Context: an optimization exercise on an open-source flow, tuned for small area, a short achievable clock period and few clock cycles per item. The choices shown serve that exercise and are no tape-out recipe. Only simulation tests tie the RTL to the original design; equivalence was not proved.

[flow/run.sh]
#!/bin/bash
# synth_recipe.tcl (not shown) runs the flow's synth.tcl, then flattens the netlist and writes it again
# the make line also repeats each setting of config.mk as NAME=value (left out here)
make -C /OpenROAD-flow-scripts/flow DESIGN_CONFIG=/design/flow/config.mk WORK_HOME=/design/flow/orfs CLKGATE_MAP_FILE= SYNTH_SCRIPT=/design/flow/synth_recipe.tcl finish
[flow/config.mk]
export PLATFORM = sky130hd
export DESIGN_NAME = sm4_top
export DESIGN_NICKNAME = sm4_top
export VERILOG_FILES = /design/flow/design.v
export SDC_FILE = /design/flow/constraint.sdc
export NUM_CORES = 4
export LEC_CHECK = 0
export CAP_MARGIN = 20
export CORE_MARGIN = 2
export CORE_UTILIZATION = 40
export SLEW_MARGIN = 20
[flow/constraint.sdc]
create_clock -name core_clock -period 6.5 [get_ports {clk}]
set_input_delay 1.3000 -clock core_clock [delete_from_list [all_inputs] [get_ports {clk}]]
set_output_delay 1.3000 -clock core_clock [all_outputs]
set_load 0.01 [all_outputs]
[flow/design.v]
module sbox_lin(b, g, m);
    input  [7:0] b;
    output [7:0] g;
    output [9:0] m;
    wire t1  = b[7] ^ b[5];
    wire t2  = ~(b[5] ^ b[1]);
    wire t3  = ~(b[0] ^ t2);
    wire t4  = b[6] ^ b[2];
    wire t5  = b[3] ^ t3;
    wire t6  = b[4] ^ t1;
    wire t7  = b[1] ^ t5;
    wire t8  = b[1] ^ t4;
    wire t9  = t6 ^ t8;
    wire t10 = t6 ^ t7;
    wire t11 = ~(b[3] ^ t1);
    wire t12 = ~(b[6] ^ t9);
    wire t13 = t4 ^ t10;
    wire t14 = t2 ^ t11;
    wire t15 = t12 ^ t14;
    wire t16 = t3 ^ t12;
    wire t17 = t11 ^ t16;
    assign g = {t15, t14, ~b[0], t2, t5, t13, t7, t10};
    assign m = {t12, t9, t17, b[1], t11, t4, t16, t8, t3, t6};
endmodule
module sbox_top(b, l);
    input  [7:0] b;
    output [3:0] l;
    wire [7:0] g;
    wire [9:0] m;
    sbox_lin lin(.b(b), .g(g), .m(m));
    wire t1  = ~(g[5] & g[1]);
    wire t2  = ~(m[1] & m[0]);
    wire t3  = ~(g[4] & g[0]);
    wire t4  = ~(g[7] & g[3]);
    wire t5  = ~(m[9] & m[8]);
    wire t6  = ~(g[6] | g[2]);
    wire t7  = ~(g[7] | g[3]);
    wire t8  = ~(m[9] | m[8]);
    wire t9  = ~(m[7] | m[6]);
    wire t10 = ~(m[3] & m[2]);
    wire t11 = ~(m[5] & m[4]);
    wire t12 = ~(m[3] | m[2]);
    wire t13 = t1 ^ t2;
    wire t14 = t3 ^ t2;
    wire t15 = t4 ^ t13;
    wire t16 = t5 ^ t14;
    wire t17 = t9 ^ t10;
    wire t18 = t11 ^ t12;
    wire t19 = t6 ^ t15;
    wire t20 = t7 ^ t16;
    wire [3:0] p;
    assign p[3] = t19 ^ t17;
    assign p[2] = t20 ^ t18;
    assign p[1] = t8 ^ t15;
    assign p[0] = t6 ^ t16;
    wire u1  = ~(p[3] & p[0]);
    wire u2  = ~(u1 | p[2]);
    wire u3  = ~(p[2] & p[0]);
    wire u4  = p[1] ^ u3;
    wire u5  = ~(p[2] | u4);
    wire u6  = ~(p[1] & u4);
    wire u7  = ~(p[3] | u4);
    wire u8  = ~(u7 | u2);
    wire u9  = ~(u5 ^ u7);
    wire u10 = ~(u9 ^ p[3]);
    wire u11 = ~(u6 & u8);
    wire u12 = ~(u8 & p[1]);
    wire u13 = ~(p[0] ^ u12);
    wire u14 = ~(u1 & p[2]);
    wire u15 = ~(u9 & u14);
    assign l = {u13, u11, u15, u10};
endmodule
module sbox_bot(b, l, Sb);
    input  [7:0] b;
    input  [3:0] l;
    output [7:0] Sb;
    wire [7:0] g;
    wire [9:0] m;
    sbox_lin lin(.b(b), .g(g), .m(m));
    wire k4 = l[3] ^ l[2];
    wire k3 = l[3] ^ l[1];
    wire k2 = l[2] ^ l[0];
    wire k1 = k3 ^ k2;
    wire k0 = l[1] ^ l[0];
    wire [17:0] e;
    assign e[17] = ~(g[2] & l[2]);
    assign e[16] = ~(g[3] & l[3]);
    assign e[15] = ~(m[8] & k4);
    assign e[14] = ~(m[2] & k1);
    assign e[13] = ~(m[4] & k2);
    assign e[12] = ~(m[6] & k3);
    assign e[11] = ~(g[0] & l[0]);
    assign e[10] = ~(g[1] & l[1]);
    assign e[9]  = ~(m[0] & k0);
    assign e[8]  = ~(g[6] & l[2]);
    assign e[7]  = ~(g[7] & l[3]);
    assign e[6]  = ~(m[9] & k4);
    assign e[5]  = ~(m[3] & k1);
    assign e[4]  = ~(m[5] & k2);
    assign e[3]  = ~(m[7] & k3);
    assign e[2]  = ~(g[4] & l[0]);
    assign e[1]  = ~(g[5] & l[1]);
    assign e[0]  = ~(m[1] & k0);
    wire E11 = e[17] ^ e[16];
    wire E10 = e[15] ^ e[16];
    wire E9  = e[14] ^ e[13];
    wire E8  = e[12] ^ e[13];
    wire E7  = e[11] ^ e[10];
    wire E6  = e[9]  ^ e[10];
    wire E5  = e[8]  ^ e[7];
    wire E4  = e[6]  ^ e[7];
    wire E3  = e[5]  ^ e[4];
    wire E2  = e[3]  ^ e[4];
    wire E1  = e[2]  ^ e[1];
    wire E0  = e[0]  ^ e[1];
    wire v1  = E9 ^ E7;
    wire v2  = E1 ^ v1;
    wire v3  = E3 ^ v2;
    wire v4  = E5 ^ E3;
    wire v5  = E4 ^ v4;
    wire v6  = E4 ^ E0;
    wire v7  = E11 ^ E7;
    wire v8  = v1 ^ v4;
    wire v9  = v1 ^ v6;
    wire v10 = E2 ^ v5;
    wire v11 = E10 ^ E8;
    wire v12 = ~(v3 ^ v11);
    wire v13 = v10 ^ v12;
    wire v14 = ~(v3 ^ v7);
    wire v15 = ~(E10 ^ E6);
    wire v16 = v6 ^ v14;
    assign Sb = {v15, v13, v8, v14, v11, v9, v12, v16};
endmodule
module sm4_top (
    clk,rst,start,i_plaintext,i_key,
    o_data,o_done
);
    input           clk;
    input           rst;
    input           start;
    input           i_plaintext;
    input           i_key;
    output          o_data;
    output          o_done;
    localparam [1:0] PH_LOAD = 2'd0, PH_COMP = 2'd1, PH_OUT = 2'd2;
    localparam [127:0] FK = {32'ha3b1bac6, 32'h56aa3350, 32'h677d9197, 32'hb27022dc};
    reg     [1:0]   phase;
    reg     [6:0]   cnt;
    reg             done_r;
    reg             data_r;
    reg     [31:0]  w1, w2, w3, w4, w5, w6, w7, w8;
    reg     [31:0]  pb;      
    reg     [15:0]  pl;      
    wire comp = (phase == PH_COMP);
    wire outp = (phase == PH_OUT);
    wire [4:0] r = cnt[5:1];
    wire [6:0] n0 = {r, 2'b00};
    wire [7:0] ck0 = {1'b0, n0} * 8'd7;
    wire [7:0] ck1 = ck0 + 8'd7;
    wire [7:0] ck2 = ck0 + 8'd14;
    wire [7:0] ck3 = ck0 + 8'd21;
    wire [31:0] ck = {ck0, ck1, ck2, ck3};
    wire        s1key = ~cnt[0];
    wire [31:0] bin = w1 ^ w3 ^ w5 ^ (s1key ? ck : w2);
    wire [15:0] lin;
    sbox_top st0(.b(bin[31:24]), .l(lin[15:12]));
    sbox_top st1(.b(bin[23:16]), .l(lin[11: 8]));
    sbox_top st2(.b(bin[15: 8]), .l(lin[ 7: 4]));
    sbox_top st3(.b(bin[ 7: 0]), .l(lin[ 3: 0]));
    always @(posedge clk) begin
        pb <= bin;
        pl <= lin;
    end
    wire [31:0] s;
    sbox_bot sb0(.b(pb[31:24]), .l(pl[15:12]), .Sb(s[31:24]));
    sbox_bot sb1(.b(pb[23:16]), .l(pl[11: 8]), .Sb(s[23:16]));
    sbox_bot sb2(.b(pb[15: 8]), .l(pl[ 7: 4]), .Sb(s[15: 8]));
    sbox_bot sb3(.b(pb[ 7: 0]), .l(pl[ 3: 0]), .Sb(s[ 7: 0]));
    wire [31:0] lk = s ^ {s[18:0], s[31:19]} ^ {s[8:0], s[31:9]};
    wire [31:0] ld = s ^ {s[29:0], s[31:30]} ^ {s[21:0], s[31:22]}
                       ^ {s[13:0], s[31:14]} ^ {s[7:0], s[31:8]};
    wire        selk = cnt[0];
    wire        seld = ~cnt[0] & (cnt[6:2] != 5'd0);
    wire [31:0] nw = w8 ^ ({32{selk}} & lk) ^ ({32{seld}} & ld);
    wire fk = FK[7'd127 - cnt];
    always @(posedge clk) begin
        if (comp) begin
            w1 <= nw;
            w2 <= w1;
            w3 <= w2;
            w4 <= w3;
            w5 <= w4;
            w6 <= w5;
            w7 <= w6;
            w8 <= w7;
        end else begin
            w1 <= {w1[30:0], outp ? w1[31] : (i_key ^ fk)};
            w3 <= {w3[30:0], outp ? w3[31] : w1[31]};
            w5 <= {w5[30:0], outp ? w5[31] : w3[31]};
            w7 <= {w7[30:0], outp ? w7[31] : w5[31]};
            w6 <= {w6[30:0], i_plaintext};
            w8 <= {w8[30:0], w6[31]};
            w2 <= {w2[30:0], w8[31]};
            w4 <= {w4[30:0], w2[31]};
        end
    end
    wire [6:0] kn = cnt + 7'd1;
    wire [1:0] q = kn[6:5];
    wire       tap = (q == 2'd0) ? w1[30] : (q == 2'd1) ? w3[30] :
                     (q == 2'd2) ? w5[30] : w7[30];
    wire       comp_end = comp & (cnt == 7'd66);
    wire       out_end  = outp & (cnt == 7'd127);
    always @(posedge clk or negedge rst) begin
        if (!rst) begin
            phase  <= PH_LOAD;
            cnt    <= 7'd0;
            done_r <= 1'b0;
            data_r <= 1'b0;
        end else if (!start) begin
            phase  <= PH_LOAD;
            cnt    <= 7'd0;
            done_r <= 1'b0;
            data_r <= 1'b0;
        end else begin
            done_r <= comp_end | (outp & ~out_end);
            data_r <= comp_end ? nw[31] : (outp & ~out_end & tap);
            if (phase == PH_LOAD) begin
                cnt <= kn;
                if (cnt == 7'd127) phase <= PH_COMP;
            end else if (comp) begin
                cnt <= comp_end ? 7'd0 : kn;
                if (comp_end) phase <= PH_OUT;
            end else begin
                cnt <= kn;
                if (out_end) phase <= PH_LOAD;
            end
        end
    end
    assign o_done = done_r;
    assign o_data = data_r;
endmodule
==> flow_summary.toml <==
[outcome]
status = "finished clean"

[sta]
relSlewSlack = 0.191
min_period_ps = 6290
fin_hold_ws_ps = 430
fmax_ghz = 0.159
hold_violations = 0
rsz0062_at_grt = "true"
slew_viol_final = 0
tightest_slew_ps = 1210
min_period_over_period = 0.967
worst_slack_ps = 212
final-setup-viol-count = 0
fin_skew_ps = 32.0

[synthesis]
syn_inst = 2481
synth.area.mux_share = 0.0308
synth_edf_count = 0
synth-xor-area-share = 0.301
yosys.area.top_type_share = 0.291
synth.most_common_cell = "nand2_1"
synth_common_cells = "nand2_1, dfxtp_1, xnor2_1"
synth_cell_types = 91
synth_top_family_by_area = "XOR/XNOR gates"
yosys.area_share.simple = 0.213
synthTopCellsByArea = "dfxtp_1, nand2_1, xnor2_1, xnor3_1, xor2_1"
ys_ff_latch = 315
avgSynthCellArea_um2 = 8.43
async_flop_share = 0.0349
ys_seq_area_frac = 0.304
synthAdderAreaFrac = 0.0215
synth_area_um2 = 20900
synth-main-ff-cell = "dfxtp_1"
synth_top_cell_by_area = "dfxtp_1"
yosys_warnings = 1
synth_compound_area_frac = 0.0964
synth_nets = 2519

[drt]
wl_per_cell_um = 17.3
ant_nets = 0
wl_mm = 55.0
vias_per_cell = 5.20
drt-pass1-iter-count = 5
drtIter0Drc = 1299
vias = 16562
drc = 0

[job]
cap_violations = 0

[worst_setup_path]
arrival_ps = 6710
cp_max_fo = 14
cp-start-kind = "flip-flop"
crit_required_ps = 6920
path_cells = "buf_6 -> fa_2 -> fa_1 -> buf_4 -> nor3b_2 -> xnor3_2 -> mux2_2 -> xnor3_2 -> xor2_1 -> ha_1 -> xnor2_2 -> xor3_2 -> xnor2_1 -> o221ai_2 -> o2111a_1 -> a21oi_1 -> or2_2 -> ha_1 -> or3_1 -> mux2i_1 -> o41ai_1"
cp-end-kind = "flip-flop"
critPathMaxStageDelay_ps = 610
crit_slowest_cell = "fa_1"
worstSetupPathType = "flip-flop to flip-flop"

[final_layout]
multi_input_comb_area_um2 = 14100
fin_nets = 2518
diodes = 0
fillers = 5081
drive_gt1_frac = 0.0891
regArea_um2 = 6360
syn_to_final_growth_pct = 11.0
fin_util = 0.451

[global_routing]
antenna_found_initial = 0
grt-busiest-layer = "met2"
grt_util_met2 = 0.322
grt-ovfl-total = 0
track_usage = 0.203
grt_max_degree = 216
grt_pass1_wl_mm = 87.2
grt_pass1_vias = 15881
met3_usage = 0.0262
met1_usage = 0.290

[die]
ioPinCount = 7
die_height_um = 233
rows = 83
core_area_um2 = 51500
initial_core_util = 0.406
dieArea_um2 = 54100
die_w_um = 233

[placement]
place.gp.congestion = 0.905
pre_cts_ws_ps = 80.0
dp_hpwl_mm = 40.7
numPortBuffers = 6

[clock_tree]
cts.sinks = 315
ctsHtreeMaxLevel = 2
cts_buffer_depth = 3
cts_tree = "built"
clock-root-buffer = "clkbuf_16"
clk_pin_slew_worst_paths_ps = 60
numCtsBuffers = 35
insertion_delay_ps = 550

[worst_hold_path]
holdCritPathClass = "flip-flop to flip-flop"
-- path summary, 6_finish.rpt --
| path | startpoint | to | slack, ps | cells past startpoint |
|---|---|---|---|---|
| min | w4[31]$_DFF_P_ | w5[31]$_DFF_P_ | 430 | 2 |
| min in group asynchronous | rst | phase[0]$_DFFE_PN0P_ | 1100 | 1 |
| max in group asynchronous | rst | cnt[0]$_DFF_PN0_ | 5020 | 1 |
| max reg2reg | cnt[3]$_DFF_PN0_ | pl[3]$_DFF_P_ | 210 | 21 |
| min reg2reg | w4[31]$_DFF_P_ | w5[31]$_DFF_P_ | 430 | 2 |
| max | cnt[3]$_DFF_PN0_ | pl[3]$_DFF_P_ | 210 | 21 |
-- placed cells by master (no fill, tap or decap), types with 35 or more instances in the layout --
cell type,netlist,final
nand2_1,803,803
dfxtp_1,304,304
xnor2_1,282,278
xor2_1,132,127
nor2_1,107,106
o21ai_0,87,86
xnor3_1,81,77
buf_4,3,67
a21oi_1,50,50
mux2i_1,44,44
nand3_1,41,41
inv_1,36,36
clkbuf_16,0,35
-- state kept, by name, indices dropped and copies added, names as in the netlist --
register and count:
w6 32, pl 16, cnt 7, pb 32, data_r 1, w1 32
w7 32, w8 32, done_r 1, w5 32, phase 2, w2 32
w3 32, w4 32
-- cells by family after synthesis --
logic type | after synthesis
buffers and inverters | 163
multiplexers | 58
AND/OR/NAND/NOR | 1078
XOR/XNOR | 534
AO/OA/AOI/OAI | 300
adder cells (fa/ha/maj) | 33
flip-flops | 315
-- layer usage --
layer  share of wire  vias up
met5               0        -
met4           0.022        0
met3           0.045       85
met2            0.45      386
met1            0.49     7907
li1                -     8184
-- final cells by class --
| class | instances | area share |
|---|---|---|
| tap | 680 | 0.0367 |
| clock buffer | 48 | 0.0411 |
| clock inverter | 13 | 0.00733 |
| timing repair buffer | 77 | 0.0270 |
| inverter | 48 | 0.00776 |
| multi-input combinational | 2003 | 0.606 |
| sequential | 315 | 0.274 |
-- repair_timing --
item                       in CTS  in global routing
setup endpoints to repair       0                 12
resized for setup               0                 41
hold buffers                    0                  0
setup buffers                   0                  5
-- per-stage QoR --
step | TNS (ps) | cells | cell area [um^2]
3_5_place_dp | 0 | 3118 | 21900
3_3_place_gp | 0 | 3118 | 21900
4_1_cts | 0 | 3179 | 23000
2_1_floorplan | -63.0 | 2481 | 20900
5_1_grt | -123 | 3184 | 23200
6_report | 0 | 3184 | 23200
-- critical path: cells and delay by family (launching register included) --
family          cells  cell delay (ps)
simple gates        3              860
flops               1              410
compound gates      4              670
fa+ha+maj           4             1800
xor+xnor            6             1600
mux                 2              470
buf+inv             2              350
Testbench counts, summed over its fixed seeds: cycles 20,672, blocks 64.

## port drivers added, routing unchanged
In the flow no input, the clock included, has a driving cell. The finished layout below was timed again as built, in two steps. Step 1 assumes that a clkbuf_16 drives the clock port and a buf_2 every other input. Step 2, shift: input delay + t, output delay - t, t = (earliest + latest rising clock arrival at the registers) / 2. This alone moves slack from input paths to output paths. Three values: ideal, step 1, step 2; two values: the first two.
t, ns: 0.593
setup WS [ns]: 0.212 / 0.212 / 0.212
worst slew at a driven data input, ns: 0.05
After both steps this run still meets setup and hold. The setup slack of this run moves by 0.000 ns with the drivers and by 0.000 ns with both steps.
